Background: an optimization exercise with open tools, aiming at small area, a short achievable clock period and few clock cycles per item. Do not read the settings as production practice. No run shown here included a check of the RTL's function; only the layout flow was run. Power is estimated from default activity; no workload was simulated.

==> flow/design.v <==
module fm_3d_norm (
  i_s,
  i_e,
  i_f,
  o_b
);
    input         i_s;           
    input  [4:0]  i_e;           
    input  [16:0] i_f;           
    output [21:0] o_b;           
    wire        w_carry;        
    wire [3:0]  w_penc;         
    wire        w_c_zero;       
    wire        w_ce_zero;      
    wire [15:0] w_lshifted;     
    wire [4:0]  w_lshift_val;   
    wire [15:0] w_c_fraction;
    wire [15:0] w_c_frac;
    wire [4:0]  w_c_exp;        
    wire        w_c_sign;       
    wire [5:0]  w_incdec_out;   
    assign w_carry  = i_f[16];
    assign w_c_zero = (i_f == 17'h0);
    assign w_penc = f_prenc(i_f[15:0]);
    assign w_incdec_out = f_incdec(i_e, w_penc, w_carry);
    assign  w_lshift_val = w_penc;
    assign w_lshifted = i_f[15:0] << w_lshift_val;
    assign w_c_frac = (w_carry) ? i_f[16:1] : w_lshifted;
    assign w_c_exp = (w_c_zero|w_incdec_out[5]) ? 5'h0 : w_incdec_out[4:0];
    assign w_ce_zero = (w_c_exp == 5'h0);
    assign w_c_sign = i_s & !w_ce_zero;
    assign w_c_fraction = (w_ce_zero) ? 16'h0 : w_c_frac;
    assign o_b = {w_c_sign, w_c_exp, w_c_fraction};
function [3:0] f_prenc;
  input [15:0] mat;
  begin
    if (mat[15] == 1'b1) begin
      f_prenc = 4'h0;
    end else if (mat[14] == 1'b1) begin
      f_prenc = 4'h1;
    end else if (mat[13] == 1'b1) begin
      f_prenc = 4'h2;
    end else if (mat[12] == 1'b1) begin
      f_prenc = 4'h3;
    end else if (mat[11] == 1'b1) begin
      f_prenc = 4'h4;
    end else if (mat[10] == 1'b1) begin
      f_prenc = 4'h5;
    end else if (mat[9] == 1'b1) begin
      f_prenc = 4'h6;
    end else if (mat[8] == 1'b1) begin
      f_prenc = 4'h7;
    end else if (mat[7] == 1'b1) begin
      f_prenc = 4'h8;
    end else if (mat[6] == 1'b1) begin
      f_prenc = 4'h9;
    end else if (mat[5] == 1'b1) begin
      f_prenc = 4'ha;
    end else if (mat[4] == 1'b1) begin
      f_prenc = 4'hb;
    end else if (mat[3] == 1'b1) begin
      f_prenc = 4'hc;
    end else if (mat[2] == 1'b1) begin
      f_prenc = 4'hd;
    end else if (mat[1] == 1'b1) begin
      f_prenc = 4'he;
    end else begin
      f_prenc = 4'hf;
    end
  end
endfunction
function [5:0] f_incdec;
  input [4:0] a;
  input [3:0] b;
  input       inc;
  reg   [5:0] r_inc;
  reg   [5:0] r_dec;
  reg         r_1f_flag;
  begin
    r_1f_flag = (a == 5'h1f);
    r_inc = a + !r_1f_flag;
    r_dec = a - b;
    f_incdec = (inc) ? r_inc : r_dec;
  end
endfunction
endmodule
module fm_3d_fadd_c (
  i_a,
  i_b,
  i_adsb,
  o_c
);
    input  [21:0] i_a;
    input  [21:0] i_b;
    input         i_adsb;    
    output [21:0] o_c;
    wire         w_a_sign = i_a[21];
    wire [4:0]   w_a_exp  = i_a[20:16];
    wire [15:0]  w_a_fraction = i_a[15:0];
    wire         w_b_sign = i_b[21];
    wire [4:0]   w_b_exp  = i_b[20:16];
    wire [15:0]  w_b_fraction = i_b[15:0];
    wire        w_mag_frac = (w_a_fraction <= w_b_fraction);
    wire        w_mag_exp = (w_a_exp <= w_b_exp);
    wire [4:0]  w_exp_l = (w_mag_exp) ? w_b_exp : w_a_exp;
    wire [4:0]  w_amb = w_a_exp - w_b_exp;
    wire [4:0]  w_bma = w_b_exp - w_a_exp;
    wire [4:0]  w_ex0 = (w_mag_exp) ? w_bma : w_amb;
    wire        w_mag = (w_ex0 == 5'b0) ? w_mag_frac : w_mag_exp;
    wire [15:0] w_f0 = (!w_mag) ? w_a_fraction : w_b_fraction;
    wire        w_sign = (w_mag == 1'b0) ? w_a_sign : (i_adsb ^ w_b_sign);
    wire        w_sub = ((w_a_sign ^ w_b_sign) & !i_adsb) |
                        (!(w_a_sign ^ w_b_sign) & i_adsb);
    wire [15:0] w_f1_sa = w_a_fraction >> w_ex0;
    wire [15:0] w_f1_sb = w_b_fraction >> w_ex0;
    wire [15:0] w_f1t = (w_mag) ? w_f1_sa : w_f1_sb;
    wire [16:0] w_mats = (!w_sub) ? (w_f0 + w_f1t) : (w_f0 - w_f1t);
    fm_3d_norm norm (
        .i_s(w_sign),
        .i_e(w_exp_l),
        .i_f(w_mats),
        .o_b(o_c)
    );
endmodule
module fm_3d_fsub3 (
  clk_core,
  i_en,
  i_a,
  i_b,
  o_n,
  o_one,
  o_two,
  o_ah,
  o_al,
  o_c
);
    input         clk_core;
    input         i_en;
    input  [20:0] i_a;
    input  [20:0] i_b;
    output [21:0] o_n;       
    output        o_one;     
    output        o_two;     
    output [21:0] o_c;       
    output [7:0]  o_ah;      
    output [15:0] o_al;      
    wire [4:0]   w_a_exp  = i_a[20:16];
    wire [15:0]  w_a_fraction = i_a[15:0];
    wire [4:0]   w_b_exp  = i_b[20:16];
    wire [15:0]  w_b_fraction = i_b[15:0];
    wire        w_mag_frac = (w_a_fraction <= w_b_fraction);
    wire        w_mag_exp = (w_a_exp <= w_b_exp);
    wire [4:0]  w_exp_l = (w_mag_exp) ? w_b_exp : w_a_exp;
    wire [4:0]  w_amb = w_a_exp - w_b_exp;
    wire [4:0]  w_bma = w_b_exp - w_a_exp;
    wire [4:0]  w_ex0 = (w_mag_exp) ? w_bma : w_amb;
    wire        w_mag = (w_ex0 == 5'b0) ? w_mag_frac : w_mag_exp;
    reg         r_sign1;
    reg  [4:0]  r_exp1;
    reg  [4:0]  r_ex0;
    reg  [15:0] r_f0;
    reg  [15:0] r_f1;
    reg         r_sign2;
    reg  [4:0]  r_exp2;
    reg  [16:0] r_mats;
    reg  [21:0] r_c;
    always @(posedge clk_core) begin
        if (i_en) begin
            r_sign1 <= w_mag;
            r_exp1 <= w_exp_l;
            r_ex0 <= w_ex0;
            r_f0 <= w_mag ? w_b_fraction : w_a_fraction;
            r_f1 <= w_mag ? w_a_fraction : w_b_fraction;
        end
    end
    wire [15:0] w_f1t = r_f1 >> r_ex0;
    always @(posedge clk_core) begin
        if (i_en) begin
            r_sign2 <= r_sign1;
            r_exp2 <= r_exp1;
            r_mats <= {1'b0, r_f0} - {1'b0, w_f1t};
        end
    end
    fm_3d_norm norm (
        .i_s(r_sign2),
        .i_e(r_exp2),
        .i_f(r_mats),
        .o_b(o_n)
    );
    reg  [7:0]  r_ah;
    reg  [15:0] r_al;
    always @(posedge clk_core) begin
        if (i_en) begin
            r_c <= o_n;
            r_ah <= 8'h1 << o_n[14:12];
            r_al <= 16'h1 << o_n[11:8];
        end
    end
    assign o_ah = r_ah;
    assign o_al = r_al;
    wire        w_carry = r_mats[16];
    wire [3:0]  w_pe = f_prenc(r_mats[15:0]);
    wire [15:0] w_m1 = r_mats[15:0] - 16'h1;
    wire        w_pow2 = ((r_mats[15:0] & w_m1) == 16'h0);
    assign o_one = (r_mats == 17'h0) | (!w_carry & (r_exp2 <= {1'b0, w_pe}));
    assign o_two = w_carry ? ((r_mats[15:1] == 15'h0) & (r_exp2 == 5'd14)) :
                             ((r_mats[15:0] != 16'h0) & w_pow2 &
                              (r_exp2 == {1'b0, w_pe} + 5'd15));
function [3:0] f_prenc;
  input [15:0] mat;
  integer i;
  begin
    f_prenc = 4'hf;
    for (i = 1; i < 16; i = i + 1)
      if (mat[i]) f_prenc = 4'd15 - i[3:0];
  end
endfunction
    assign o_c = r_c;
endmodule
module fm_3d_fsub1_c (
  i_a,
  o_c
);
    input  [20:0] i_a;
    output [20:0] o_c;
    wire [4:0]  w_e = i_a[20:16];
    wire [15:0] w_f = i_a[15:0];
    wire [15:0] w_d15 = {1'b0, w_f[14:0]};
    wire [3:0]  w_pe = f_prenc(w_d15);
    wire [4:0]  w_e15 = 5'd15 - {1'b0, w_pe};
    wire [15:0] w_f15 = w_d15 << w_pe;
    wire        w_z15 = (w_d15 == 16'h0) | (w_e15 == 5'd0);
    wire [4:0]  w_k = w_e - 5'd15;
    wire [15:0] w_sh = 16'h8000 >> w_k;
    wire [15:0] w_dh = w_f - w_sh;
    wire [20:0] w_rh = w_dh[15] ? {w_e, w_dh} : {w_e - 5'd1, w_dh[14:0], 1'b0};
    assign o_c = (w_e < 5'd15) ? 21'h0 :
                 (w_e == 5'd15) ? (w_z15 ? 21'h0 : {w_e15, w_f15}) :
                                  w_rh;
function [3:0] f_prenc;
  input [15:0] mat;
  integer i;
  begin
    f_prenc = 4'hf;
    for (i = 1; i < 16; i = i + 1)
      if (mat[i]) f_prenc = 4'd15 - i[3:0];
  end
endfunction
endmodule
module fm_3d_fadd05_c (
  i_a,
  o_c
);
    input  [20:0] i_a;
    output [20:0] o_c;
    wire [4:0]  w_e = i_a[20:16];
    wire [15:0] w_f = i_a[15:0];
    wire [4:0]  w_s = 5'd14 - w_e;
    wire [15:0] w_fl = 16'h8000 | (w_f >> w_s);
    wire [4:0]  w_k = w_e - 5'd14;
    wire [16:0] w_sum = {1'b0, w_f} + {1'b0, 16'h8000 >> w_k};
    wire [4:0]  w_ei = w_e + {4'd0, (w_e != 5'h1f)};
    wire [20:0] w_rh = w_sum[16] ? {w_ei, w_sum[16:1]} : {w_e, w_sum[15:0]};
    assign o_c = (w_e == 5'd0) ? {5'd14, 16'h8000} :
                 (w_e < 5'd14) ? {5'd14, w_fl} : w_rh;
endmodule
module fm_3d_fmul (
  clk_core,
  i_en,
  i_a,
  i_b,
  o_c
);
    input         clk_core;
    input         i_en;
    input  [21:0] i_a;
    input  [21:0] i_b;
    output [21:0] o_c;
    reg           r_sign_1z;
    reg    [23:0] r_h;
    reg    [15:0] r_l;
    reg    [4:0]  r_ce_tmp_1z;
    wire [4:0]  w_a_exp = i_a[20:16];
    wire [15:0] w_a_fraction = i_a[15:0];
    wire [4:0]  w_b_exp = i_b[20:16];
    wire [15:0] w_b_fraction = i_b[15:0];
    wire [5:0]  w_exp_add = w_a_exp + w_b_exp;
    wire [5:0]  w_adder_out = w_exp_add -  4'hf;
    wire [4:0]  w_ce_tmp = (w_exp_add < 5'hf) ? 5'h00 :
                           (w_adder_out[5])   ? 5'h1f :
                                                w_adder_out[4:0];
    wire [23:0] w_h = w_a_fraction * w_b_fraction[15:8];
    wire [23:0] w_l = w_a_fraction * w_b_fraction[7:0];
    always @(posedge clk_core) begin
        if (i_en) begin
            r_sign_1z <= i_a[21] ^ i_b[21];
            r_h <= w_h;
            r_l <= w_l[23:8];
            r_ce_tmp_1z <= w_ce_tmp;
        end
    end
    wire [24:0] w_x = {1'b0, r_h} + {9'h0, r_l} + 25'd64;
    wire [16:0] w_cf_tmp2 = w_x[23:7];
    wire        w_carry = w_cf_tmp2[16];
    wire [4:0]  w_ce = (w_cf_tmp2 == 17'h0) ? 5'h0 :
                       (w_carry & (r_ce_tmp_1z != 5'h1f)) ? r_ce_tmp_1z + 5'h1 :
                                                           r_ce_tmp_1z;
    wire [15:0] w_cf = w_carry ? w_cf_tmp2[16:1] : w_cf_tmp2[15:0];
    assign o_c = (w_ce == 5'h0) ? 22'h0 : {r_sign_1z, w_ce, w_cf};
endmodule
module fm_3d_frcp_rom (
  i_h,
  i_l,
  o_c
);
    input  [7:0]  i_h;    
    input  [15:0] i_l;    
    output [31:0] o_c;
    assign o_c[0] = (i_h[0] & (i_l[3] | i_l[4] | i_l[6] | i_l[9] | i_l[10] | i_l[11] | i_l[14] | i_l[15])) |
                       (i_h[1] & (i_l[0] | i_l[3] | i_l[5] | i_l[7] | i_l[10] | i_l[14] | i_l[15])) |
                       (i_h[2] & (i_l[0] | i_l[1] | i_l[2] | i_l[3] | i_l[8] | i_l[9] | i_l[11] | i_l[12] | i_l[14])) |
                       (i_h[3] & (i_l[0] | i_l[2] | i_l[4] | i_l[6] | i_l[7] | i_l[9] | i_l[10] | i_l[13] | i_l[14])) |
                       (i_h[4] & (i_l[2] | i_l[3] | i_l[4] | i_l[5])) |
                       (i_h[5] & (i_l[1] | i_l[2] | i_l[3] | i_l[4] | i_l[9] | i_l[10] | i_l[14] | i_l[15])) |
                       (i_h[6] & (i_l[2] | i_l[5] | i_l[6] | i_l[8] | i_l[9] | i_l[11] | i_l[12] | i_l[14])) |
                       (i_h[7] & (i_l[0] | i_l[1] | i_l[3] | i_l[5] | i_l[8] | i_l[10] | i_l[12] | i_l[14]));
    assign o_c[1] = (i_h[0] & (i_l[5] | i_l[6] | i_l[8] | i_l[9] | i_l[11] | i_l[13] | i_l[15])) |
                       (i_h[1] & (i_l[2] | i_l[5] | i_l[6] | i_l[10] | i_l[11] | i_l[12] | i_l[13])) |
                       (i_h[2] & (i_l[4] | i_l[5] | i_l[6] | i_l[7] | i_l[8] | i_l[9] | i_l[13] | i_l[14])) |
                       (i_h[3] & (i_l[1] | i_l[2] | i_l[5] | i_l[6] | i_l[8] | i_l[9] | i_l[11] | i_l[14])) |
                       (i_h[4] & (i_l[0] | i_l[3] | i_l[5] | i_l[7] | i_l[9] | i_l[11] | i_l[13] | i_l[15])) |
                       (i_h[5] & (i_l[1] | i_l[3] | i_l[6] | i_l[8] | i_l[10] | i_l[11] | i_l[13] | i_l[15])) |
                       (i_h[6] & (i_l[0] | i_l[2] | i_l[3] | i_l[5] | i_l[8] | i_l[11] | i_l[14] | i_l[15])) |
                       (i_h[7] & (i_l[1] | i_l[2] | i_l[5] | i_l[6] | i_l[8] | i_l[9] | i_l[12] | i_l[13]));
    assign o_c[2] = (i_h[0] & (i_l[0] | i_l[1] | i_l[2] | i_l[3] | i_l[4] | i_l[5] | i_l[6] | i_l[10] | i_l[11] | i_l[14] | i_l[15])) |
                       (i_h[1] & (i_l[1] | i_l[2] | i_l[4] | i_l[5] | i_l[7] | i_l[9] | i_l[10] | i_l[12] | i_l[14])) |
                       (i_h[2] & (i_l[0] | i_l[2] | i_l[4] | i_l[6] | i_l[8] | i_l[11] | i_l[13])) |
                       (i_h[3] & (i_l[0] | i_l[2] | i_l[3] | i_l[5] | i_l[8] | i_l[11] | i_l[12] | i_l[14] | i_l[15])) |
                       (i_h[4] & (i_l[2] | i_l[5] | i_l[6] | i_l[9] | i_l[10] | i_l[13] | i_l[14])) |
                       (i_h[5] & (i_l[1] | i_l[2] | i_l[6] | i_l[7] | i_l[10] | i_l[11] | i_l[12] | i_l[15])) |
                       (i_h[6] & (i_l[0] | i_l[1] | i_l[5] | i_l[6] | i_l[7] | i_l[11] | i_l[12] | i_l[13])) |
                       (i_h[7] & (i_l[1] | i_l[2] | i_l[3] | i_l[4] | i_l[8] | i_l[9] | i_l[10] | i_l[11]));
    assign o_c[3] = (i_h[0] & (i_l[0] | i_l[2] | i_l[4] | i_l[6] | i_l[7] | i_l[9] | i_l[11] | i_l[12] | i_l[14])) |
                       (i_h[1] & (i_l[1] | i_l[4] | i_l[7] | i_l[8] | i_l[10] | i_l[11] | i_l[14] | i_l[15])) |
                       (i_h[2] & (i_l[2] | i_l[3] | i_l[6] | i_l[7] | i_l[11] | i_l[12])) |
                       (i_h[3] & (i_l[0] | i_l[1] | i_l[5] | i_l[6] | i_l[7] | i_l[11] | i_l[12] | i_l[13])) |
                       (i_h[4] & (i_l[2] | i_l[3] | i_l[4] | i_l[9] | i_l[10] | i_l[11] | i_l[12])) |
                       (i_h[5] & (i_l[1] | i_l[2] | i_l[3] | i_l[4] | i_l[5] | i_l[10] | i_l[11] | i_l[12] | i_l[13] | i_l[14])) |
                       (i_h[6] & (i_l[5] | i_l[6] | i_l[7] | i_l[8] | i_l[9] | i_l[10])) |
                       (i_h[7] & (i_l[1] | i_l[2] | i_l[3] | i_l[4] | i_l[5] | i_l[6] | i_l[7]));
    assign o_c[4] = (i_h[0] & (i_l[0] | i_l[1] | i_l[4] | i_l[5] | i_l[9] | i_l[10] | i_l[14] | i_l[15])) |
                       (i_h[1] & (i_l[0] | i_l[4] | i_l[5] | i_l[6] | i_l[10] | i_l[11] | i_l[12] | i_l[13])) |
                       (i_h[2] & (i_l[2] | i_l[3] | i_l[4] | i_l[5] | i_l[11] | i_l[12] | i_l[13] | i_l[14] | i_l[15])) |
                       (i_h[3] & (i_l[5] | i_l[6] | i_l[7] | i_l[8] | i_l[9] | i_l[10])) |
                       (i_h[4] & (i_l[2] | i_l[3] | i_l[4] | i_l[5] | i_l[6] | i_l[7] | i_l[8])) |
                       (i_h[5] & (i_l[1] | i_l[2] | i_l[3] | i_l[4] | i_l[5] | i_l[6] | i_l[7] | i_l[8] | i_l[9])) |
                       (i_h[6] & (i_l[5] | i_l[6] | i_l[7] | i_l[8] | i_l[9] | i_l[10] | i_l[11] | i_l[12] | i_l[13] | i_l[14] | i_l[15])) |
                       (i_h[7] & (i_l[0]));
    assign o_c[5] = (i_h[0] & (i_l[0] | i_l[1] | i_l[2] | i_l[3] | i_l[9] | i_l[10] | i_l[11] | i_l[12] | i_l[13])) |
                       (i_h[1] & (i_l[4] | i_l[5] | i_l[6] | i_l[7] | i_l[8] | i_l[9])) |
                       (i_h[2] & (i_l[2] | i_l[3] | i_l[4] | i_l[5] | i_l[6] | i_l[7] | i_l[8] | i_l[9] | i_l[10])) |
                       (i_h[3] & (i_l[5] | i_l[6] | i_l[7] | i_l[8] | i_l[9] | i_l[10] | i_l[11] | i_l[12] | i_l[13] | i_l[14] | i_l[15])) |
                       (i_h[4] & (i_l[0] | i_l[1])) |
                       (i_h[5] & (i_l[1] | i_l[2] | i_l[3] | i_l[4] | i_l[5] | i_l[6] | i_l[7] | i_l[8] | i_l[9] | i_l[10] | i_l[11] | i_l[12] | i_l[13] | i_l[14] | i_l[15])) |
                       (i_h[6] & (i_l[0] | i_l[1] | i_l[2] | i_l[3] | i_l[4]));
    assign o_c[6] = (i_h[0] & (i_l[0] | i_l[1] | i_l[2] | i_l[3] | i_l[4] | i_l[5] | i_l[6] | i_l[7] | i_l[8])) |
                       (i_h[1] & (i_l[4] | i_l[5] | i_l[6] | i_l[7] | i_l[8] | i_l[9] | i_l[10] | i_l[11] | i_l[12] | i_l[13] | i_l[14] | i_l[15])) |
                       (i_h[2] & (i_l[0] | i_l[1])) |
                       (i_h[3] & (i_l[5] | i_l[6] | i_l[7] | i_l[8] | i_l[9] | i_l[10] | i_l[11] | i_l[12] | i_l[13] | i_l[14] | i_l[15])) |
                       i_h[4] |
                       (i_h[5] & (i_l[0]));
    assign o_c[7] = i_h[0] |
                       (i_h[1] & (i_l[0] | i_l[1] | i_l[2] | i_l[3])) |
                       (i_h[3] & (i_l[5] | i_l[6] | i_l[7] | i_l[8] | i_l[9] | i_l[10] | i_l[11] | i_l[12] | i_l[13] | i_l[14] | i_l[15])) |
                       i_h[4] |
                       i_h[5] |
                       i_h[6] |
                       i_h[7];
    assign o_c[8] = i_h[0] |
                       i_h[1] |
                       i_h[2] |
                       (i_h[3] & (i_l[0] | i_l[1] | i_l[2] | i_l[3] | i_l[4]));
    assign o_c[9] = 1'b0;
    assign o_c[10] = 1'b0;
    assign o_c[11] = 1'b0;
    assign o_c[12] = 1'b0;
    assign o_c[13] = 1'b0;
    assign o_c[14] = 1'b0;
    assign o_c[15] = 1'b0;
    assign o_c[16] = (i_h[0] & (i_l[1] | i_l[2] | i_l[3] | i_l[4] | i_l[9] | i_l[10] | i_l[12] | i_l[14])) |
                       (i_h[1] & (i_l[0] | i_l[4] | i_l[5] | i_l[9] | i_l[10] | i_l[13] | i_l[15])) |
                       (i_h[2] & (i_l[1] | i_l[3] | i_l[4] | i_l[7] | i_l[12] | i_l[14] | i_l[15])) |
                       (i_h[3] & (i_l[0] | i_l[2] | i_l[3] | i_l[4] | i_l[6] | i_l[7] | i_l[8] | i_l[9] | i_l[11] | i_l[14] | i_l[15])) |
                       (i_h[4] & (i_l[0] | i_l[3] | i_l[4] | i_l[6] | i_l[8] | i_l[9] | i_l[10] | i_l[11])) |
                       (i_h[5] & (i_l[5] | i_l[6] | i_l[10] | i_l[12] | i_l[14])) |
                       (i_h[6] & (i_l[1] | i_l[3] | i_l[5] | i_l[7] | i_l[9] | i_l[13] | i_l[14] | i_l[15])) |
                       (i_h[7] & (i_l[1] | i_l[2] | i_l[4] | i_l[5] | i_l[10] | i_l[14]));
    assign o_c[17] = (i_h[0] & (i_l[2] | i_l[4] | i_l[9] | i_l[11] | i_l[12] | i_l[13] | i_l[15])) |
                       (i_h[1] & (i_l[0] | i_l[1] | i_l[4] | i_l[6] | i_l[8] | i_l[10] | i_l[12] | i_l[13] | i_l[14] | i_l[15])) |
                       (i_h[2] & (i_l[0] | i_l[1] | i_l[2] | i_l[3] | i_l[4] | i_l[6] | i_l[7] | i_l[8] | i_l[9] | i_l[15])) |
                       (i_h[3] & (i_l[0] | i_l[2] | i_l[3] | i_l[7] | i_l[8] | i_l[9] | i_l[10] | i_l[12] | i_l[14] | i_l[15])) |
                       (i_h[4] & (i_l[4] | i_l[5] | i_l[6] | i_l[8] | i_l[9] | i_l[10] | i_l[15])) |
                       (i_h[5] & (i_l[3] | i_l[5] | i_l[6] | i_l[8] | i_l[10] | i_l[13])) |
                       (i_h[6] & (i_l[2] | i_l[5] | i_l[8] | i_l[14])) |
                       (i_h[7] & (i_l[1] | i_l[2] | i_l[5] | i_l[6] | i_l[11] | i_l[13]));
    assign o_c[18] = (i_h[0] & (i_l[2] | i_l[4] | i_l[6] | i_l[7] | i_l[9] | i_l[11] | i_l[12])) |
                       (i_h[1] & (i_l[0] | i_l[1] | i_l[3] | i_l[5] | i_l[9] | i_l[11] | i_l[12])) |
                       (i_h[2] & (i_l[0] | i_l[4] | i_l[5] | i_l[8] | i_l[13] | i_l[15])) |
                       (i_h[3] & (i_l[0] | i_l[3] | i_l[4] | i_l[5] | i_l[6] | i_l[7] | i_l[9] | i_l[10] | i_l[11] | i_l[12] | i_l[15])) |
                       (i_h[4] & (i_l[0] | i_l[1] | i_l[2] | i_l[3] | i_l[4] | i_l[6] | i_l[7] | i_l[11] | i_l[13] | i_l[15])) |
                       (i_h[5] & (i_l[0] | i_l[1] | i_l[2] | i_l[3] | i_l[6] | i_l[7] | i_l[10] | i_l[14])) |
                       (i_h[6] & (i_l[0] | i_l[2] | i_l[3] | i_l[4] | i_l[6] | i_l[7] | i_l[8] | i_l[10] | i_l[12] | i_l[14] | i_l[15])) |
                       (i_h[7] & (i_l[0] | i_l[3] | i_l[4] | i_l[5] | i_l[7] | i_l[9] | i_l[11] | i_l[12]));
    assign o_c[19] = (i_h[0] & (i_l[4] | i_l[7] | i_l[8] | i_l[10] | i_l[11])) |
                       (i_h[1] & (i_l[1] | i_l[2] | i_l[6] | i_l[8] | i_l[13] | i_l[15])) |
                       (i_h[2] & (i_l[5] | i_l[7] | i_l[14] | i_l[15])) |
                       (i_h[3] & (i_l[2] | i_l[8] | i_l[9] | i_l[11] | i_l[14])) |
                       (i_h[4] & (i_l[5] | i_l[6] | i_l[8] | i_l[10] | i_l[13] | i_l[14])) |
                       (i_h[5] & (i_l[4] | i_l[5] | i_l[6] | i_l[8] | i_l[12] | i_l[14] | i_l[15])) |
                       (i_h[6] & (i_l[2] | i_l[3] | i_l[4] | i_l[5] | i_l[6] | i_l[7] | i_l[8] | i_l[11] | i_l[12] | i_l[15])) |
                       (i_h[7] & (i_l[1] | i_l[3] | i_l[5] | i_l[6] | i_l[9] | i_l[10]));
    assign o_c[20] = (i_h[0] & (i_l[3] | i_l[4] | i_l[5] | i_l[7] | i_l[8] | i_l[9] | i_l[10] | i_l[11] | i_l[13] | i_l[15])) |
                       (i_h[1] & (i_l[1] | i_l[2] | i_l[3] | i_l[4] | i_l[5] | i_l[6] | i_l[9] | i_l[11] | i_l[13] | i_l[14])) |
                       (i_h[2] & (i_l[6] | i_l[7] | i_l[9] | i_l[11] | i_l[13] | i_l[15])) |
                       (i_h[3] & (i_l[0] | i_l[1] | i_l[10] | i_l[11] | i_l[13] | i_l[14])) |
                       (i_h[4] & (i_l[0] | i_l[2] | i_l[4] | i_l[6] | i_l[7] | i_l[10] | i_l[11] | i_l[12])) |
                       (i_h[5] & (i_l[7] | i_l[8] | i_l[11] | i_l[12] | i_l[15])) |
                       (i_h[6] & (i_l[1] | i_l[2] | i_l[4] | i_l[6] | i_l[8] | i_l[9] | i_l[11] | i_l[14])) |
                       (i_h[7] & (i_l[1] | i_l[2] | i_l[5] | i_l[6] | i_l[7] | i_l[8]));
    assign o_c[21] = (i_h[0] & (i_l[5] | i_l[8] | i_l[10] | i_l[13] | i_l[14])) |
                       (i_h[1] & (i_l[1] | i_l[2] | i_l[3] | i_l[4] | i_l[5] | i_l[6] | i_l[10] | i_l[11] | i_l[14])) |
                       (i_h[2] & (i_l[0] | i_l[2] | i_l[4] | i_l[6] | i_l[9] | i_l[10] | i_l[13] | i_l[14])) |
                       (i_h[3] & (i_l[12] | i_l[13] | i_l[14])) |
                       (i_h[4] & (i_l[1] | i_l[2] | i_l[5] | i_l[6] | i_l[8] | i_l[11] | i_l[13] | i_l[15])) |
                       (i_h[5] & (i_l[1] | i_l[3] | i_l[5] | i_l[7] | i_l[10] | i_l[12] | i_l[13] | i_l[15])) |
                       (i_h[6] & (i_l[0] | i_l[2] | i_l[3] | i_l[6] | i_l[7] | i_l[11] | i_l[12] | i_l[13])) |
                       (i_h[7] & (i_l[1] | i_l[2] | i_l[3] | i_l[4]));
    assign o_c[22] = (i_h[0] & (i_l[6] | i_l[7] | i_l[8] | i_l[11] | i_l[14])) |
                       (i_h[1] & (i_l[0] | i_l[1] | i_l[3] | i_l[5] | i_l[8] | i_l[10] | i_l[13])) |
                       (i_h[2] & (i_l[0] | i_l[1] | i_l[4] | i_l[5] | i_l[9] | i_l[10] | i_l[11] | i_l[12])) |
                       (i_h[3] & (i_l[15])) |
                       (i_h[4] & (i_l[0] | i_l[1] | i_l[2] | i_l[7] | i_l[8] | i_l[12] | i_l[13])) |
                       (i_h[5] & (i_l[0] | i_l[1] | i_l[4] | i_l[5] | i_l[8] | i_l[11] | i_l[12] | i_l[14] | i_l[15])) |
                       (i_h[6] & (i_l[1] | i_l[2] | i_l[4] | i_l[7] | i_l[9] | i_l[12] | i_l[14])) |
                       (i_h[7] & (i_l[0] | i_l[1] | i_l[3] | i_l[5] | i_l[7] | i_l[9] | i_l[11] | i_l[13] | i_l[15]));
    assign o_c[23] = (i_h[0] & (i_l[9] | i_l[10] | i_l[11] | i_l[15])) |
                       (i_h[1] & (i_l[0] | i_l[1] | i_l[4] | i_l[5] | i_l[7] | i_l[8] | i_l[11] | i_l[14])) |
                       (i_h[2] & (i_l[1] | i_l[3] | i_l[4] | i_l[6] | i_l[8] | i_l[9] | i_l[11] | i_l[13] | i_l[15])) |
                       (i_h[3] & (i_l[1] | i_l[3] | i_l[5] | i_l[7] | i_l[9] | i_l[11] | i_l[13] | i_l[15])) |
                       (i_h[4] & (i_l[1] | i_l[4] | i_l[6] | i_l[8] | i_l[9] | i_l[11] | i_l[13] | i_l[14])) |
                       (i_h[5] & (i_l[0] | i_l[3] | i_l[5] | i_l[6] | i_l[8] | i_l[9] | i_l[11] | i_l[14])) |
                       (i_h[6] & (i_l[1] | i_l[4] | i_l[5] | i_l[7] | i_l[8] | i_l[11] | i_l[14] | i_l[15])) |
                       (i_h[7] & (i_l[1] | i_l[2] | i_l[5] | i_l[6] | i_l[9] | i_l[10] | i_l[13] | i_l[14]));
    assign o_c[24] = (i_h[0] & (i_l[1] | i_l[3] | i_l[5] | i_l[7] | i_l[9] | i_l[11] | i_l[12] | i_l[14])) |
                       (i_h[1] & (i_l[0] | i_l[3] | i_l[5] | i_l[6] | i_l[8] | i_l[9] | i_l[11] | i_l[12] | i_l[14] | i_l[15])) |
                       (i_h[2] & (i_l[1] | i_l[2] | i_l[4] | i_l[5] | i_l[8] | i_l[11] | i_l[12] | i_l[15])) |
                       (i_h[3] & (i_l[0] | i_l[3] | i_l[4] | i_l[7] | i_l[8] | i_l[11] | i_l[12] | i_l[15])) |
                       (i_h[4] & (i_l[0] | i_l[4] | i_l[5] | i_l[8] | i_l[9] | i_l[10] | i_l[13] | i_l[14] | i_l[15])) |
                       (i_h[5] & (i_l[3] | i_l[4] | i_l[8] | i_l[9] | i_l[10] | i_l[14] | i_l[15])) |
                       (i_h[6] & (i_l[0] | i_l[4] | i_l[5] | i_l[6] | i_l[11] | i_l[12] | i_l[13])) |
                       (i_h[7] & (i_l[1] | i_l[2] | i_l[3] | i_l[4] | i_l[9] | i_l[10] | i_l[11] | i_l[12]));
    assign o_c[25] = (i_h[0] & (i_l[1] | i_l[2] | i_l[5] | i_l[6] | i_l[9] | i_l[10] | i_l[14] | i_l[15])) |
                       (i_h[1] & (i_l[3] | i_l[4] | i_l[8] | i_l[9] | i_l[10] | i_l[14] | i_l[15])) |
                       (i_h[2] & (i_l[0] | i_l[4] | i_l[5] | i_l[6] | i_l[7] | i_l[11] | i_l[12] | i_l[13] | i_l[14])) |
                       (i_h[3] & (i_l[3] | i_l[4] | i_l[5] | i_l[6] | i_l[11] | i_l[12] | i_l[13] | i_l[14])) |
                       (i_h[4] & (i_l[4] | i_l[5] | i_l[6] | i_l[7] | i_l[13] | i_l[14] | i_l[15])) |
                       (i_h[5] & (i_l[0] | i_l[1] | i_l[2] | i_l[8] | i_l[9] | i_l[10] | i_l[11] | i_l[12] | i_l[13])) |
                       (i_h[6] & (i_l[4] | i_l[5] | i_l[6] | i_l[7] | i_l[8] | i_l[9] | i_l[10])) |
                       (i_h[7] & (i_l[1] | i_l[2] | i_l[3] | i_l[4] | i_l[5] | i_l[6] | i_l[7] | i_l[8]));
    assign o_c[26] = (i_h[0] & (i_l[1] | i_l[2] | i_l[3] | i_l[4] | i_l[9] | i_l[10] | i_l[11] | i_l[12] | i_l[13])) |
                       (i_h[1] & (i_l[3] | i_l[4] | i_l[5] | i_l[6] | i_l[7] | i_l[14] | i_l[15])) |
                       (i_h[2] & (i_l[0] | i_l[1] | i_l[2] | i_l[3] | i_l[11] | i_l[12] | i_l[13] | i_l[14] | i_l[15])) |
                       (i_h[3] & (i_l[0] | i_l[1] | i_l[2] | i_l[11] | i_l[12] | i_l[13] | i_l[14] | i_l[15])) |
                       (i_h[4] & (i_l[0] | i_l[1] | i_l[2] | i_l[3] | i_l[13] | i_l[14] | i_l[15])) |
                       (i_h[5] & (i_l[0] | i_l[1] | i_l[2] | i_l[3] | i_l[4] | i_l[5] | i_l[6] | i_l[7])) |
                       (i_h[6] & (i_l[4] | i_l[5] | i_l[6] | i_l[7] | i_l[8] | i_l[9] | i_l[10] | i_l[11] | i_l[12] | i_l[13] | i_l[14] | i_l[15])) |
                       (i_h[7] & (i_l[0]));
    assign o_c[27] = (i_h[0] & (i_l[1] | i_l[2] | i_l[3] | i_l[4] | i_l[5] | i_l[6] | i_l[7] | i_l[8])) |
                       (i_h[1] & (i_l[3] | i_l[4] | i_l[5] | i_l[6] | i_l[7] | i_l[8] | i_l[9] | i_l[10] | i_l[11] | i_l[12] | i_l[13])) |
                       (i_h[2] & (i_l[11] | i_l[12] | i_l[13] | i_l[14] | i_l[15])) |
                       (i_h[3] & (i_l[0] | i_l[1] | i_l[2] | i_l[3] | i_l[4] | i_l[5] | i_l[6] | i_l[7] | i_l[8] | i_l[9] | i_l[10])) |
                       (i_h[4] & (i_l[13] | i_l[14] | i_l[15])) |
                       i_h[5] |
                       (i_h[6] & (i_l[0] | i_l[1] | i_l[2] | i_l[3]));
    assign o_c[28] = (i_h[0] & (i_l[1] | i_l[2] | i_l[3] | i_l[4] | i_l[5] | i_l[6] | i_l[7] | i_l[8] | i_l[9] | i_l[10] | i_l[11] | i_l[12] | i_l[13] | i_l[14] | i_l[15])) |
                       (i_h[1] & (i_l[0] | i_l[1] | i_l[2])) |
                       (i_h[2] & (i_l[11] | i_l[12] | i_l[13] | i_l[14] | i_l[15])) |
                       i_h[3] |
                       (i_h[4] & (i_l[0] | i_l[1] | i_l[2] | i_l[3] | i_l[4] | i_l[5] | i_l[6] | i_l[7] | i_l[8] | i_l[9] | i_l[10] | i_l[11] | i_l[12]));
    assign o_c[29] = (i_h[0] & (i_l[1] | i_l[2] | i_l[3] | i_l[4] | i_l[5] | i_l[6] | i_l[7] | i_l[8] | i_l[9] | i_l[10] | i_l[11] | i_l[12] | i_l[13] | i_l[14] | i_l[15])) |
                       i_h[1] |
                       (i_h[2] & (i_l[0] | i_l[1] | i_l[2] | i_l[3] | i_l[4] | i_l[5] | i_l[6] | i_l[7] | i_l[8] | i_l[9] | i_l[10]));
    assign o_c[30] = (i_h[0] & (i_l[1] | i_l[2] | i_l[3] | i_l[4] | i_l[5] | i_l[6] | i_l[7] | i_l[8] | i_l[9] | i_l[10] | i_l[11] | i_l[12] | i_l[13] | i_l[14] | i_l[15])) |
                       i_h[1] |
                       i_h[2] |
                       i_h[3] |
                       i_h[4] |
                       i_h[5] |
                       i_h[6] |
                       i_h[7];
    assign o_c[31] = (i_h[0] & (i_l[0]));
endmodule
module fm_3d_frcp (
  clk_core,
  i_en,
  i_a,
  i_ah,
  i_al,
  o_c,
  o_zero
);
    input         clk_core;
    input         i_en;
    input  [21:0] i_a;
    input  [7:0]  i_ah;      
    input  [15:0] i_al;      
    output [21:0] o_c;
    output        o_zero;
    reg    [21:0] r_c;
    reg           r_zo;
    reg           r_a_sign;
    reg    [4:0]  r_ce_tmp;
    reg           r_zero_flag;
    reg    [15:0] r_base;
    reg    [7:0]  r_corr;
    wire   [4:0]  w_a_exp = i_a[20:16];
    wire   [15:0] w_a_fraction = i_a[15:0];
    wire   [31:0] w_rom_out;
    wire   [15:0] w_rom_base = w_rom_out[31:16];    
    wire   [8:0]  w_rom_diff = w_rom_out[8:0];      
    wire   [16:0] w_rom_correct = w_rom_diff * w_a_fraction[7:0];
    always @(posedge clk_core) begin
        if (i_en) begin
            r_a_sign <= i_a[21];
            r_ce_tmp <= 5'h1e - w_a_exp;
            r_zero_flag <= (w_a_exp == 5'h0);
            r_base <= w_rom_base;
            r_corr <= w_rom_correct[16:9];
        end
    end
    wire   [15:0] w_cf_tmp = r_base - {8'h0, r_corr};
    wire          w_sh = !w_cf_tmp[15];
    wire   [5:0]  w_ce = {1'b0, r_ce_tmp} - {5'h0, w_sh};
    wire          w_cz = w_ce[5] | (w_ce[4:0] == 5'h0);
    wire   [15:0] w_cf = w_sh ? {w_cf_tmp[14:0], 1'b0} : w_cf_tmp;
    wire   [21:0] w_c = w_cz ? 22'h0 : {r_a_sign, w_ce[4:0], w_cf};
    always @(posedge clk_core) begin
        if (i_en) begin
            r_c <= (r_zero_flag) ? 22'h0 : w_c;
            r_zo <= r_zero_flag;
        end
    end
    fm_3d_frcp_rom frcp_rom (
        .i_h(i_ah),
        .i_l(i_al),
        .o_c(w_rom_out)
    );
    assign o_c = r_c;
    assign o_zero = r_zo;
endmodule
module fm_3d_ru_outline_setup (
    clk_core,
    rst_x,
    i_aa_en,
    i_valid,
    o_ack,
    i_vtx0_x,
    i_vtx0_y,
    i_vtx1_x,
    i_vtx1_y,
    i_vtx2_x,
    i_vtx2_y,
    o_valid,
    o_is_first,
    o_is_second,
    o_aa_mode,
    o_idle,
    o_start_x_e0,
    o_start_x_05_e0,
    o_start_y_e0,
    o_end_y_e0,
    o_delta_e0,
    o_delta_t_e0,
    o_delta_a_e0,
    o_start_x_e1,
    o_start_x_05_e1,
    o_start_y_e1,
    o_end_y_e1,
    o_delta_e1,
    o_delta_t_e1,
    o_delta_a_e1,
    o_start_x_e2,
    o_start_x_05_e2,
    o_start_y_e2,
    o_end_y_e2,
    o_delta_e2,
    o_delta_t_e2,
    o_delta_a_e2,
    i_ack
);
    input         clk_core;
    input         rst_x;
    input         i_aa_en;
    input         i_valid;
    output        o_ack;
    input  [20:0] i_vtx0_x;
    input  [20:0] i_vtx0_y;
    input  [20:0] i_vtx1_x;
    input  [20:0] i_vtx1_y;
    input  [20:0] i_vtx2_x;
    input  [20:0] i_vtx2_y;
    output        o_is_first;
    output        o_is_second;
    output        o_valid;
    output        o_aa_mode;
    output        o_idle;
    output [20:0] o_start_x_e0;
    output [20:0] o_start_x_05_e0;
    output [20:0] o_start_y_e0;
    output [20:0] o_end_y_e0;
    output [21:0] o_delta_e0;
    output [21:0] o_delta_t_e0;
    output [21:0] o_delta_a_e0;
    output [20:0] o_start_x_e1;
    output [20:0] o_start_x_05_e1;
    output [20:0] o_start_y_e1;
    output [20:0] o_end_y_e1;
    output [21:0] o_delta_e1;
    output [21:0] o_delta_t_e1;
    output [21:0] o_delta_a_e1;
    output [20:0] o_start_x_e2;
    output [20:0] o_start_x_05_e2;
    output [20:0] o_start_y_e2;
    output [20:0] o_end_y_e2;
    output [21:0] o_delta_e2;
    output [21:0] o_delta_t_e2;
    output [21:0] o_delta_a_e2;
    input         i_ack;
    localparam [21:0] W_10 = 22'h0f8000;
    localparam [21:0] W_05 = 22'h0e8000;
    reg    [2:0]  r_ph;         
    reg           r_stall;
    reg           r_fv;         
    reg           r_v1, r_rec1, r_aa1, r_oaa1;
    reg           r_rec2, r_aa2, r_oaa2;
    reg    [1:0]  r_pend;       
    reg           r_aa_mode;
    reg    [2:0]  r_cnt;        
    reg           r_idle;
    reg           r_nph1_dy, r_nph2_dy, r_nph0_dx, r_nph2_dx, r_nph2_cu;
    wire          w_adv = !r_stall;
    wire          w_ph0 = r_ph[0];
    wire          w_ph1 = r_ph[1];
    wire          w_ph2 = r_ph[2];
    reg    [20:0] r1_v0x, r1_v1x, r1_v2x, r1_v0y, r1_v1y, r1_v2y;
    reg           r1_isf, r1_iss;
    reg    [20:0] r2_v1x, r2_v2x, r2_v0y, r2_v1y, r2_v2y;
    reg           r2_isf, r2_iss;
    reg    [21:0] r_rcb, r_rcc, r_rcd;
    reg           r_zb, r_zc, r_zd;
    reg    [21:0] r_dla, r_dlb;
    reg    [20:0] o_sx2, o_sy2, o_sx1, o_sy1;
    reg    [20:0] o_ey0, o_ey1, o_x052, o_x051;
    reg    [21:0] o_dl0, o_dl1, o_dl2;
    reg    [21:0] o_rc0, o_rc1, o_rc2;
    reg           o_z0, o_z1, o_z2;
    reg           o_isf, o_iss;
    wire   [20:0] w_dy_a = !r_nph1_dy ? i_vtx1_y : i_vtx0_y;
    wire   [20:0] w_dy_b = !r_nph2_dy ? i_vtx1_y : i_vtx2_y;
    wire   [21:0] w_dy;
    wire   [21:0] w_dy_n;
    wire          w_dy_one, w_dy_two;
    wire   [7:0]  w_dy_ah;
    wire   [15:0] w_dy_al;
    fm_3d_fsub3 u_dy (
        .clk_core(clk_core),
        .i_en(w_adv),
        .i_a(w_dy_a),
        .i_b(w_dy_b),
        .o_n(w_dy_n),
        .o_one(w_dy_one),
        .o_two(w_dy_two),
        .o_ah(w_dy_ah),
        .o_al(w_dy_al),
        .o_c(w_dy)
    );
    wire          w_isf = (i_vtx2_y != i_vtx1_y);
    wire          w_iss = (i_vtx1_y != i_vtx0_y);
    wire          w_one_line = w_dy_one;
    wire          w_two_line = w_dy_two;
    wire          w_cancel = w_one_line | (w_two_line & w_isf & !i_aa_en);
    wire          w_only_aa = w_two_line & w_isf & i_aa_en;
    reg           r_ack;        
    reg           r_ov;         
    assign o_ack = r_ack;
    wire          w_accept = o_ack & i_valid;
    wire   [21:0] w_rc;
    wire          w_rz;
    fm_3d_frcp u_rcp (
        .clk_core(clk_core),
        .i_en(w_adv),
        .i_a(w_dy),
        .i_ah(w_dy_ah),
        .i_al(w_dy_al),
        .o_c(w_rc),
        .o_zero(w_rz)
    );
    wire   [20:0] w_dx_a = !r_nph2_dx ? i_vtx0_x : !r_nph0_dx ? r1_v1x : r1_v0x;
    wire   [20:0] w_dx_b = !r_nph2_dx ? i_vtx2_x : !r_nph0_dx ? r1_v2x : r1_v1x;
    wire   [21:0] w_dx;
    wire   [21:0] w_dx_n;
    fm_3d_fsub3 u_dx (
        .clk_core(clk_core),
        .i_en(w_adv),
        .i_a(w_dx_a),
        .i_b(w_dx_b),
        .o_n(w_dx_n),
        .o_one(),
        .o_two(),
        .o_ah(),
        .o_al(),
        .o_c(w_dx)
    );
    wire   [21:0] w_dl;
    fm_3d_fmul u_mul (
        .clk_core(clk_core),
        .i_en(w_adv),
        .i_a(w_dx),
        .i_b(w_rc),
        .o_c(w_dl)
    );
    wire   [20:0] w_ey, w_x05;
    reg    [20:0] r_ey0, r_x052;
    fm_3d_fsub1_c  u_ey  (.i_a(!r_nph2_cu ? r2_v1y : r2_v0y), .o_c(w_ey));
    fm_3d_fadd05_c u_x05 (.i_a(!r_nph2_cu ? r2_v1x : r2_v2x), .o_c(w_x05));
    wire          w_f1 = w_adv & w_ph2;     
    wire          w_wr = w_f1 & r_rec2;     
    always @(posedge clk_core) begin
        if (w_f1) begin
            r1_v0x <= i_vtx0_x;
            r1_v1x <= i_vtx1_x;
            r1_v2x <= i_vtx2_x;
            r1_v0y <= i_vtx0_y;
            r1_v1y <= i_vtx1_y;
            r1_v2y <= i_vtx2_y;
            r1_isf <= w_isf;
            r1_iss <= w_iss;
            r2_v1x <= r1_v1x;
            r2_v2x <= r1_v2x;
            r2_v0y <= r1_v0y;
            r2_v1y <= r1_v1y;
            r2_v2y <= r1_v2y;
            r2_isf <= r1_isf;
            r2_iss <= r1_iss;
        end
        if (w_adv & w_ph1) begin
            r_ey0 <= w_ey;
            r_x052 <= w_x05;
        end
        if (w_adv) begin
            r_rcb <= w_rc;
            r_rcc <= r_rcb;
            r_rcd <= r_rcc;
            r_zb <= w_rz;
            r_zc <= r_zb;
            r_zd <= r_zc;
            r_dla <= w_dl;
            r_dlb <= r_dla;
        end
        if (w_wr) begin
            o_sx2 <= r2_v2x;
            o_sy2 <= r2_v2y;
            o_sx1 <= r2_v1x;
            o_sy1 <= r2_v1y;
            o_ey0 <= r_ey0;
            o_ey1 <= w_ey;
            o_x052 <= r_x052;
            o_x051 <= w_x05;
            o_dl0 <= r_dlb;
            o_dl1 <= r_dla;
            o_dl2 <= w_dl;
            o_rc0 <= r_rcd;
            o_rc1 <= r_rcc;
            o_rc2 <= r_rcb;
            o_z0 <= r_zd;
            o_z1 <= r_zc;
            o_z2 <= r_zb;
            o_isf <= r2_isf;
            o_iss <= r2_iss;
        end
    end
    wire   [2:0]  w_ph_n = w_adv ? {r_ph[1:0], r_ph[2]} : r_ph;
    wire          w_rec2_n = w_f1 ? r_rec1 : r_rec2;
    wire          w_take = o_valid & i_ack;
    wire   [1:0]  w_pend_n = w_wr ? (r_oaa2 ? 2'd1 : r_aa2 ? 2'd2 : 2'd1) :
                             w_take ? r_pend - 2'd1 : r_pend;
    wire          w_stall_n = w_ph_n[2] & w_rec2_n & (w_pend_n != 2'd0);
    wire          w_fv_n = (w_adv & w_ph0) ? i_valid : r_fv;
    wire          w_last = w_take & (r_pend == 2'd1);
    wire   [2:0]  w_cnt_n = r_cnt + {2'b0, (w_accept & !w_cancel)} - {2'b0, w_last};
    always @(posedge clk_core or negedge rst_x) begin
        if (~rst_x) begin
            r_ph <= 3'b001;
            r_nph1_dy <= 1'b1;
            r_nph2_dy <= 1'b1;
            r_nph0_dx <= 1'b0;
            r_nph2_dx <= 1'b1;
            r_nph2_cu <= 1'b1;
            r_stall <= 1'b0;
            r_ack <= 1'b0;
            r_ov <= 1'b0;
            r_fv <= 1'b0;
            r_v1 <= 1'b0;
            r_rec1 <= 1'b0;
            r_aa1 <= 1'b0;
            r_oaa1 <= 1'b0;
            r_rec2 <= 1'b0;
            r_aa2 <= 1'b0;
            r_oaa2 <= 1'b0;
            r_pend <= 2'd0;
            r_aa_mode <= 1'b0;
            r_cnt <= 3'd0;
            r_idle <= 1'b1;
        end else begin
            r_ph <= w_ph_n;
            r_nph1_dy <= !w_ph_n[1];
            r_nph2_dy <= !w_ph_n[2];
            r_nph0_dx <= !w_ph_n[0];
            r_nph2_dx <= w_ph_n[0] | w_ph_n[1];
            r_nph2_cu <= w_ph_n[0] ^ w_ph_n[1];
            r_stall <= w_stall_n;
            r_ack <= w_ph_n[2] & w_fv_n & !w_stall_n;
            r_ov <= (w_pend_n != 2'd0);
            r_fv <= w_fv_n;
            if (w_f1) begin
                r_v1 <= r_fv;
                r_rec1 <= r_fv & !w_cancel;
                r_aa1 <= i_aa_en;
                r_oaa1 <= w_only_aa;
                r_rec2 <= r_rec1;
                r_aa2 <= r_aa1;
                r_oaa2 <= r_oaa1;
            end
            r_pend <= w_pend_n;
            if (w_wr) r_aa_mode <= r_oaa2;
            else if (w_take) r_aa_mode <= 1'b1;
            r_cnt <= w_cnt_n;
            r_idle <= !((i_valid & !w_accept) | (w_cnt_n != 3'd0));
        end
    end
    assign o_valid = r_ov;
    assign o_aa_mode = r_aa_mode;
    assign o_idle = r_idle;
    assign o_is_first = o_isf;
    assign o_is_second = o_iss;
    assign o_start_x_e0 = o_sx2;
    assign o_start_x_05_e0 = o_x052;
    assign o_start_y_e0 = o_sy2;
    assign o_end_y_e0 = o_ey0;
    assign o_delta_e0 = o_dl0;
    assign o_delta_t_e0 = o_rc0;
    assign o_delta_a_e0 = o_z0 ? 22'h0 : W_05;
    assign o_start_x_e1 = o_sx2;
    assign o_start_x_05_e1 = o_x052;
    assign o_start_y_e1 = o_sy2;
    assign o_end_y_e1 = o_ey1;
    assign o_delta_e1 = o_dl1;
    assign o_delta_t_e1 = o_rc1;
    assign o_delta_a_e1 = o_z1 ? 22'h0 : W_05;
    assign o_start_x_e2 = o_sx1;
    assign o_start_x_05_e2 = o_x051;
    assign o_start_y_e2 = o_sy1;
    assign o_end_y_e2 = o_ey0;
    assign o_delta_e2 = o_dl2;
    assign o_delta_t_e2 = o_rc2;
    assign o_delta_a_e2 = o_z2 ? 22'h0 : W_05;
endmodule
==> flow/flow/run.sh <==
#!/bin/bash
# The standard layout (standard.sh: the standard flow's own synthesis and ORFS steps),
# with plain buf_1 cells as the port buffers instead of the delay buffers
# buffer_ports picks by default. Every port still gets its own buffer.
set -euo pipefail
export BUFFER_PORTS_ARGS="-buffer_cell sky130_fd_sc_hd__buf_1"
bash standard.sh > standard.log 2>&1
==> flow/standard.sh <==
#!/bin/bash
# synth_recipe.tcl (not shown) runs the flow's synth.tcl, then flattens the netlist and writes it again
# the make line also repeats each setting of config.mk as NAME=value (left out here)
make -C /OpenROAD-flow-scripts/flow DESIGN_CONFIG=/design/flow/config.mk WORK_HOME=/design/flow/orfs CLKGATE_MAP_FILE= SYNTH_SCRIPT=/design/flow/synth_recipe.tcl "${@:-finish}"
==> flow/config.mk <==
export PLATFORM = sky130hd
export DESIGN_NAME = fm_3d_ru_outline_setup
export DESIGN_NICKNAME = fm_3d_ru_outline_setup
export VERILOG_FILES = /design/flow/design.v
export SDC_FILE = /design/flow/constraint.sdc
export NUM_CORES = 4
export LEC_CHECK = 0
export ABC_AREA = 1
export CAP_MARGIN = 20
export CORE_MARGIN = 2
export CORE_UTILIZATION = 40
export CTS_BUF_LIST = sky130_fd_sc_hd__clkbuf_4 sky130_fd_sc_hd__clkbuf_8
export PLACE_DENSITY = 0.6
export SETUP_SLACK_MARGIN = 4.7
export SLEW_MARGIN = 20
==> flow/constraint.sdc <==
create_clock -name core_clock -period 10.0 [get_ports {clk_core}]
set_input_delay 2.0000 -clock core_clock [delete_from_list [all_inputs] [get_ports {clk_core}]]
set_output_delay 2.0000 -clock core_clock [all_outputs]
set_load 0.01 [all_outputs]
==> flow_summary.toml, run 1 <==
[clock_tree]
clockBufferDepth = 3
h-tree-depth = 4
ctsHoldBuffers = 0
cts_root_buf = "clkbuf_8"
insertion_delay_ns = 0.93
clk_pin_slew_ns = 0.06
cts_buffers = 175
cts_sinks = 1012
cts_tree = "yes"

[synth]
syn_avg_cell_area_sq_um = 9.68
yosysTopAreaCell = "edfxtp_1"
ys_types = 71
ys_async_sr_fraction_pct = 2.47
syn_area_sq_um = 60900
ys_top_cells_by_area = "edfxtp_1, nand2_1, fa_1, ha_1, inv_1"
syn_inst = 6294
synth_top_area_share_pct = 48.6
synth_seq_cells = 1012
seq_area_frac_synth_pct = 49.7
synth.yosys.warnings = 6
yosys_most_used_dff = "edfxtp_1"
synthTopCellsByCount = "nand2_1, edfxtp_1, inv_1"
synth_edf_count = 987
yosysMostFrequentCell = "nand2_1"

[grt]
grt_max_degree = 157
gr-usage-met1_pct = 29.2
grtUsageMet2_pct = 35.6
overflow = 0
antenna_found_initial = 4
grt.busiest_layer = "met2"
grt_util_met3_pct = 3.55
grt_first_pass_wirelength_mm = 262
grt_usage_pct = 21.7
grt_pass1_vias = 44800

[final_layout]
drive_above_1_share_pct = 10.7
largest_reg_flops = 24
syn_to_final_growth_pct = 15.3
regMostFlops = "u_mul.r_h"
nets = 7586

[setup_path]
end_kind = "flop"
path_max_fanout = 7
worst-setup-path-type = "reg -> reg"
cp-start-kind = "flop"
worstPathArrival_ns = 6.27
crit_required_ns = 10.64

[power_and_ir_drop]
ir_worst_vdd_mv = 0.483
p_leak_nw = 30.7
power.density_nw_per_um2 = 385
power_mw = 27.1

[drt]
drt-total-wl_mm = 173
first_pass_iters = 6
drtAntennaViolNets = 0
post_drt_wl_per_cell_um = 19.0
drt_iter0_markers = 3565
drc_errors = 0
avgViaCountPerCell = 5.08
route.vias.total = 46200

[floorplanning]
core_area_sq_um = 152000
die_y_um = 394
ios = 587
placement_rows = 143
initial_utilization_pct = 40.2
die_area_sq_um = 155000
die_w_um = 394

[timing]
fin_crit_sh_pct = 56.3
tightest_slew_ns = 1.13
finalHoldViolCount = 0
period_needed_ns = 5.63
drv_slew = 0
worst_slack_ns = 4.37
setup_viol = 0
rsz0062_at_grt = "true"
max_freq_ghz = 0.178
max_slew_margin_pct = 24.0
finClkSkew_ns = 0.0822

[placement]
pre_cts_ws_ns = 3.18
io_buffer_count = 532
dp_hpwl_mm = 127
gp_congestion = 0.908

[hold_path]
hp-class = "reg -> reg"

[status]
status = "finished clean"

[job]
maxCapViolCount = 0
==> routing by layer <==
metal  vias up  wire length [um]
met3       314              9900
met4         4              4990
met1     22300             75500
met5         -                27
met2      1501             82100
li1      22100                 -
==> final cells by class <==
cell class | count | area, sq um
fillers | 14400 | 81300
flip-flops and latches | 1012 | 30300
multi-input cells | 4016 | 26200
repair buffers | 745 | 3810
inverters | 969 | 3720
clock buffers | 228 | 2810
well taps | 2030 | 2540
clock inverters | 86 | 936
diodes | 2 | 5.00
==> report_power, final <==
group          switching (mW)  leakage [nW]  internal [mW]
logic                    9.77          18.7           6.41
registers               0.607          10.0           6.30
clock network            1.82          1.94           2.17
total                    12.2          30.7           14.9
==> cells by family after synthesis <==
group	after synthesis	synth area share [%]
AO/OA/AOI/OAI	962	9.05
XOR/XNOR	176	2.54
adder cells (fa/ha/maj)	536	13.7
buffers and inverters	1320	9.17
flip-flops	1012	49.7
multiplexers	19	0.312
other	1	0.00616
AND/OR/NAND/NOR	2268	15.5
==> worst paths after layout <==
kind                                              from                         to  slack [ns]  cells past startpoint
max in group asynchronous                        rst_x         r_cnt[0]$_DFF_PN0_        8.34                      1
min in group asynchronous                        rst_x          r_ph[2]$_DFF_PN0_        1.14                      1
min reg2reg                        r2_v2y[4]$_DFFE_PP_         o_sy2[4]$_DFFE_PP_        0.41                      0
max reg2reg                u_dy.r_al[14]$_SDFFCE_PN0N_  u_rcp.r_corr[3]$_DFFE_PN_        4.37                     22
min                                r2_v2y[4]$_DFFE_PP_         o_sy2[4]$_DFFE_PP_        0.41                      0
max                        u_dy.r_al[14]$_SDFFCE_PN0N_  u_rcp.r_corr[3]$_DFFE_PN_        4.37                     22
==> layout by cell type, fill, tap and decap left out, types with 12 or more instances in the layout <==
| cell type | n |
|---|---|
| a21oi_1 | 256 |
| o211ai_1 | 45 |
| nor3_1 | 50 |
| ha_1 | 304 |
| inv_1 | 912 |
| clkinv_1 | 44 |
| buf_6 | 14 |
| o21ai_1 | 26 |
| nand4_1 | 43 |
| nand3_1 | 286 |
| xnor2_1 | 63 |
| clkbuf_4 | 52 |
| mux2i_1 | 19 |
| nor2_2 | 32 |
| fa_1 | 220 |
| buf_1 | 531 |
| a31oi_1 | 47 |
| conb_1 | 54 |
| nand2_2 | 16 |
| clkbuf_8 | 176 |
| or2_2 | 33 |
| nor2_4 | 33 |
| nor4_1 | 19 |
| inv_2 | 30 |
| dfrtp_1 | 19 |
| o21bai_1 | 17 |
| clkinv_2 | 23 |
| buf_4 | 188 |
| o21ai_2 | 12 |
| a221oi_1 | 12 |
| o21a_1 | 24 |
| nand2_1 | 1270 |
| edfxtp_1 | 987 |
| and2_1 | 18 |
| nor2_1 | 407 |
| xor2_1 | 111 |
| o21ai_0 | 397 |
| o31ai_1 | 13 |
==> through the flow <==
stage	area (sq um)	cells	hold WS [ns]	setup TNS, ns	utilization (%)
global placement	64000	8590	0.401	0	42.3
detailed placement	64000	8590	0.405	0	42.3
finish	70300	9088	0.410	0	46.4
floorplan	61100	6347	0.400	-12.91	-
global route	70300	9087	0.410	0	46.4
CTS	69100	9008	0.402	0	45.6
==> critical path, cell delays in order, from the launching register on <==
cell	delay, ns
edfxtp_1	0.52
buf_4	0.21
buf_4	0.17
inv_1	0.34
a31oi_1	0.27
inv_1	0.15
o2111ai_2	0.17
nor3_1	0.20
nand2_2	0.15
nand2_1	0.11
fa_1	0.45
fa_1	0.49
inv_1	0.05
fa_1	0.45
fa_1	0.53
ha_4	0.23
a21oi_2	0.13
o21ai_1	0.07
a21oi_1	0.16
o21ai_2	0.11
buf_4	0.15
buf_6	0.10
xor2_1	0.13
==> what timing repair did <==
| item | 4_1_cts | 5_1_grt |
|---|---|---|
| cloned | 3 | 0 |
| buffers inserted | 101 | 78 |
| pin swaps | 39 | 51 |
| resized for setup | 152 | 124 |
| setup endpoints to repair | 148 | 190 |
| endpoints found under the hold margin | 0 | 0 |
==> run 2, diff against run 1 <==
--- a/flow/design.v
+++ b/flow/design.v
@@ -530,3 +530,14 @@
     wire   [8:0]  w_rom_diff = w_rom_out[8:0];      
-    wire   [16:0] w_rom_correct = w_rom_diff * w_a_fraction[7:0];
+    wire   [7:0]  w_fl = w_a_fraction[7:0];
+    wire   [9:0]  w_fl1 = {2'b0, w_fl};
+    wire   [9:0]  w_fl2 = {1'b0, w_fl, 1'b0};
+    wire   [9:0]  w_fl3 = w_fl1 + w_fl2;
+    wire   [9:0]  w_m0 = f_sel(w_rom_diff[1:0], w_fl1, w_fl2, w_fl3);
+    wire   [9:0]  w_m1 = f_sel(w_rom_diff[3:2], w_fl1, w_fl2, w_fl3);
+    wire   [9:0]  w_m2 = f_sel(w_rom_diff[5:4], w_fl1, w_fl2, w_fl3);
+    wire   [9:0]  w_m3 = f_sel(w_rom_diff[7:6], w_fl1, w_fl2, w_fl3);
+    wire   [9:0]  w_m4 = w_rom_diff[8] ? w_fl1 : 10'h0;
+    wire   [16:0] w_rom_correct = {7'h0, w_m0} + {5'h0, w_m1, 2'h0} +
+                                  {3'h0, w_m2, 4'h0} + {1'h0, w_m3, 6'h0} +
+                                  {w_m4[8:0], 8'h0};
     always @(posedge clk_core) begin
@@ -559,2 +570,16 @@
     assign o_zero = r_zo;
+function [9:0] f_sel;
+  input [1:0] d;
+  input [9:0] x1;
+  input [9:0] x2;
+  input [9:0] x3;
+  begin
+    case (d)
+      2'd0: f_sel = 10'h0;
+      2'd1: f_sel = x1;
+      2'd2: f_sel = x2;
+      default: f_sel = x3;
+    endcase
+  end
+endfunction
 endmodule
--- a/flow/config.mk
+++ b/flow/config.mk
@@ -13,3 +13,4 @@
 export PLACE_DENSITY = 0.6
-export SETUP_SLACK_MARGIN = 4.7
+export SETUP_SLACK_MARGIN = 5
 export SLEW_MARGIN = 20
+export TNS_END_PERCENT = 10
==> run 2 against run 1 <==
Effect of this change:
- still clean
- largest cell class unchanged
- utilization fell by 0.11 points
- non-clock buffer count grew 26
- worst hold slack got worse by 0.016 ns
- cell area decreased by 0.23%
==> flow_summary.toml, run 2 <==
[timing]
max_freq_ghz = 0.171
drv_slew = 0
period_needed_ns = 5.86
finClkSkew_ns = 0.0749
max_slew_margin_pct = 26.7
finalHoldViolCount = 0
setup_viol = 0
fin_crit_sh_pct = 58.6
rsz0062_at_grt = "true"
tns_ns = 0
tightest_slew_ns = 1.09

[hold_path]
hold_start = "r1_v2x[7]$_DFFE_PP_"
hold_depth = 0
hp-class = "reg -> reg"
hold_end = "r2_v2x[7]$_DFFE_PP_"

[synth]
syn_avg_cell_area_sq_um = 9.61
syn_area_sq_um = 60900
synth_simple_gate_area_share_pct = 16.2
synth_top_family_by_area = "simple AND/OR/NAND/NOR gates"
syn_inst = 6331
yosysMostFrequentCell = "nand2_1"
synthAdderAreaFrac_pct = 12.8
seq_area_frac_synth_pct = 49.7
synth_compound_area_share_pct = 9.41
synth_edf_count = 987
ys_types = 70
synth_top_area_share_pct = 48.7
ys_top_cells_by_area = "edfxtp_1, nand2_1, fa_1, ha_1, inv_1"
synthTopCellsByCount = "nand2_1, edfxtp_1, inv_1"
ys_async_sr_fraction_pct = 2.47
synth_xor_area_share_pct = 2.78
yosys_most_used_dff = "edfxtp_1"
synth_seq_cells = 1012
yosysTopAreaCell = "edfxtp_1"
synthMuxAreaShare_pct = 0.259
synth.yosys.warnings = 6

[drt]
first_pass_iters = 6
avgViaCountPerCell = 5.14
drc_errors = 0
drt_iter0_markers = 3537
post_drt_wl_per_cell_um = 19.2
drtAntennaViolNets = 0
drt-total-wl_mm = 176
route.vias.total = 47100

[clock_tree]
clockBufferDepth = 3
h-tree-depth = 4
cts_buffers = 171
cts_root_buf = "clkbuf_8"
insertion_delay_ns = 0.94
cts_tree = "yes"
clk_pin_slew_ns = 0.07
cts_sinks = 1012

[final_layout]
nets = 7619
syn_to_final_growth_pct = 15.2
seq_area_sq_um = 30300
multi_input_area_sq_um = 26300
final_cell_mix = "nand2_1, edfxtp_1, inv_1"
fillers = 14500
largest_reg_flops = 24
final_common_cell = "nand2_1"
regMostFlops = "u_mul.r_h"
drive_above_1_share_pct = 11.5

[job]
maxCapViolCount = 0

[setup_path]
r2r_start = "u_dy.r_al[9]$_SDFFCE_PN0N_"
critPathMaxStageDelay_ns = 0.54
cp_slowest_cell = "edfxtp_1"
worst-r2r-setup-slack_ns = 4.14
crit_required_ns = 10.63
worstPathArrival_ns = 6.49
cp-start-kind = "flop"
r2r_end = "u_rcp.r_corr[3]$_DFFE_PN_"
crit_start = "u_dy.r_al[9]$_SDFFCE_PN0N_"
path_max_fanout = 7
r2r_cells = 30
worst-setup-path-type = "reg -> reg"
end_kind = "flop"

[floorplanning]
initial_utilization_pct = 40.2
die_w_um = 394
die_area_sq_um = 155000
ios = 587
core_area_sq_um = 152000
placement_rows = 143
die_y_um = 394

[power_and_ir_drop]
p_leak_nw = 30.4
power_mw = 27.1
power.density_nw_per_um2 = 387
ir_worst_vdd_mv = 0.543

[placement]
io_buffer_count = 532
dp_hpwl_mm = 130
gp_congestion = 0.908

[grt]
grt_max_degree = 153
grt_pass1_vias = 45800
grt_first_pass_wirelength_mm = 266
overflow = 0
grt_usage_pct = 22.0
antenna_found_initial = 9

[status]
status = "finished clean"
[run 2: cell types whose count changed in the layout (fill, tap and decap cells not counted), moves of 23 or more]
cell / previous run / this run
inv_1: 912 / 836
nand2_1: 1270 / 1372
a31oi_1: 47 / 72
fa_1: 220 / 195
buf_4: 188 / 213
o211ai_1: 45 / 22
nor2_1: 407 / 358
o21ai_1: 26 / 49
nand2_2: 16 / 39
[run 2: final cells by class]
cell class | instances | share of cell area, %
Tap cell | 2030 | 3.62
Antenna cell | 8 | 0.0286
Inverter | 897 | 4.88
Sequential cell | 1012 | 43.2
Clock buffer | 219 | 3.88
Timing Repair Buffer | 771 | 5.62
Clock inverter | 90 | 1.24
Multi-Input combinational cell | 4128 | 37.5
[run 2: how the worst max path moves through the flow]
stage	slack [ns]	to	cells after the start
2_1_floorplan	-0.37	r_ack$_DFF_PN0_	9
3_5_place_dp	3.12	u_rcp.r_corr[5]$_DFFE_PN_	36
3_3_place_gp	3.21	u_rcp.r_corr[7]$_DFFE_PN_	36
6_report	4.14	u_rcp.r_corr[3]$_DFFE_PN_	30
5_1_grt	3.97	u_rcp.r_corr[7]$_DFFE_PN_	33
4_1_cts	4.48	u_mul.r_l[14]$_DFFE_PN_	18
[run 2: what timing repair did]
item / in CTS / in global routing
hold endpoints to repair: 0 / 0
pin swaps: 58 / 31
setup endpoints to repair: 152 / 239
hold buffers: 0 / 0
buffers inserted: 183 / 22
resized for setup: 232 / 63
[run 2: per-stage QoR]
stage          worst slack, ns  instance area [sq um]  instances  utilization (%)  hold slack (ns)
2_1_floorplan           -0.370                  61100       6384                -            0.400
3_5_place_dp              3.12                  63900       8633             42.2            0.405
5_1_grt                   3.97                  70100       9153             46.3            0.418
3_3_place_gp              3.21                  63900       8633             42.2            0.401
6_report                  4.14                  70100       9155             46.3            0.394
4_1_cts                   4.48                  69700       9125             46.0            0.400
[run 2: power by group]
part,leakage (nW),internal [mW],switching (mW),total (mW)
registers,10.1,6.28,0.623,6.90
logic,18.5,6.47,9.89,16.4
clock network,1.85,2.04,1.81,3.85
total,30.4,14.8,12.3,27.1
[run 2: cells by family after synthesis]
kind of cell,count (synthesis)
buffers and inverters,1244
AOI/OAI and AO/OA,1007
adders and majority gates,507
and+or+nand+nor,2353
other,1
muxes,15
xor gates and xnor gates,192
DFF,1012
[run 2: critical path: cells and delay by family (launching register included)]
family	cells	cell delay [ns]
DFF	1	0.54
adders and majority gates	4	1.46
and+or+nand+nor	8	1.14
buffers and inverters	8	0.91
xor gates and xnor gates	2	0.28
AOI/OAI and AO/OA	8	1.23
[run 2: per-layer routing]
| metal | vias to the layer above | routed length (um) | global-route usage, % |
|---|---|---|---|
| met4 | 4 | 6660 | 8.75 |
| met1 | 22700 | 74400 | 28.5 |
| met5 | - | 27 | 0 |
| met3 | 421 | 10700 | 4.06 |
| met2 | 1569 | 84200 | 36.5 |
| li1 | 22400 | - | - |

-- what the ideal ports hide --
Ports are ideal in the flow. The routed layouts listed here were re-timed in OpenROAD. Step 1 (the two cells are an assumption about what drives the block):
set clk [get_ports {clk_core}]
set_driving_cell -lib_cell sky130_fd_sc_hd__clkbuf_16 $clk
set_driving_cell -lib_cell sky130_fd_sc_hd__buf_2 [delete_from_list [all_inputs] $clk]
Step 2 moves the port delays by t, midway between the first and last clock arrival at a register: inputs arrive t later, outputs are due t later. That takes back most of the time a late clock gives input paths. a / b / c = ideal ports / drivers / drivers and shift; a / b = the first two.
run | t (ns) | slack for setup (ns) | slew at the worst register clock pin (ns) | worst data-port slew with drivers (ns)
run 1 | 0.979 | 4.372 / 4.372 / 4.080 | 0.07 / 0.07 | 0.21
run 2 | 0.980 | 4.144 / 4.144 / 3.802 | 0.07 / 0.07 | 0.16
After both steps every run listed still meets setup and hold. The setup slack of run 2, which loses most, moves by 0.000 ns with the drivers and by -0.342 ns with both steps.
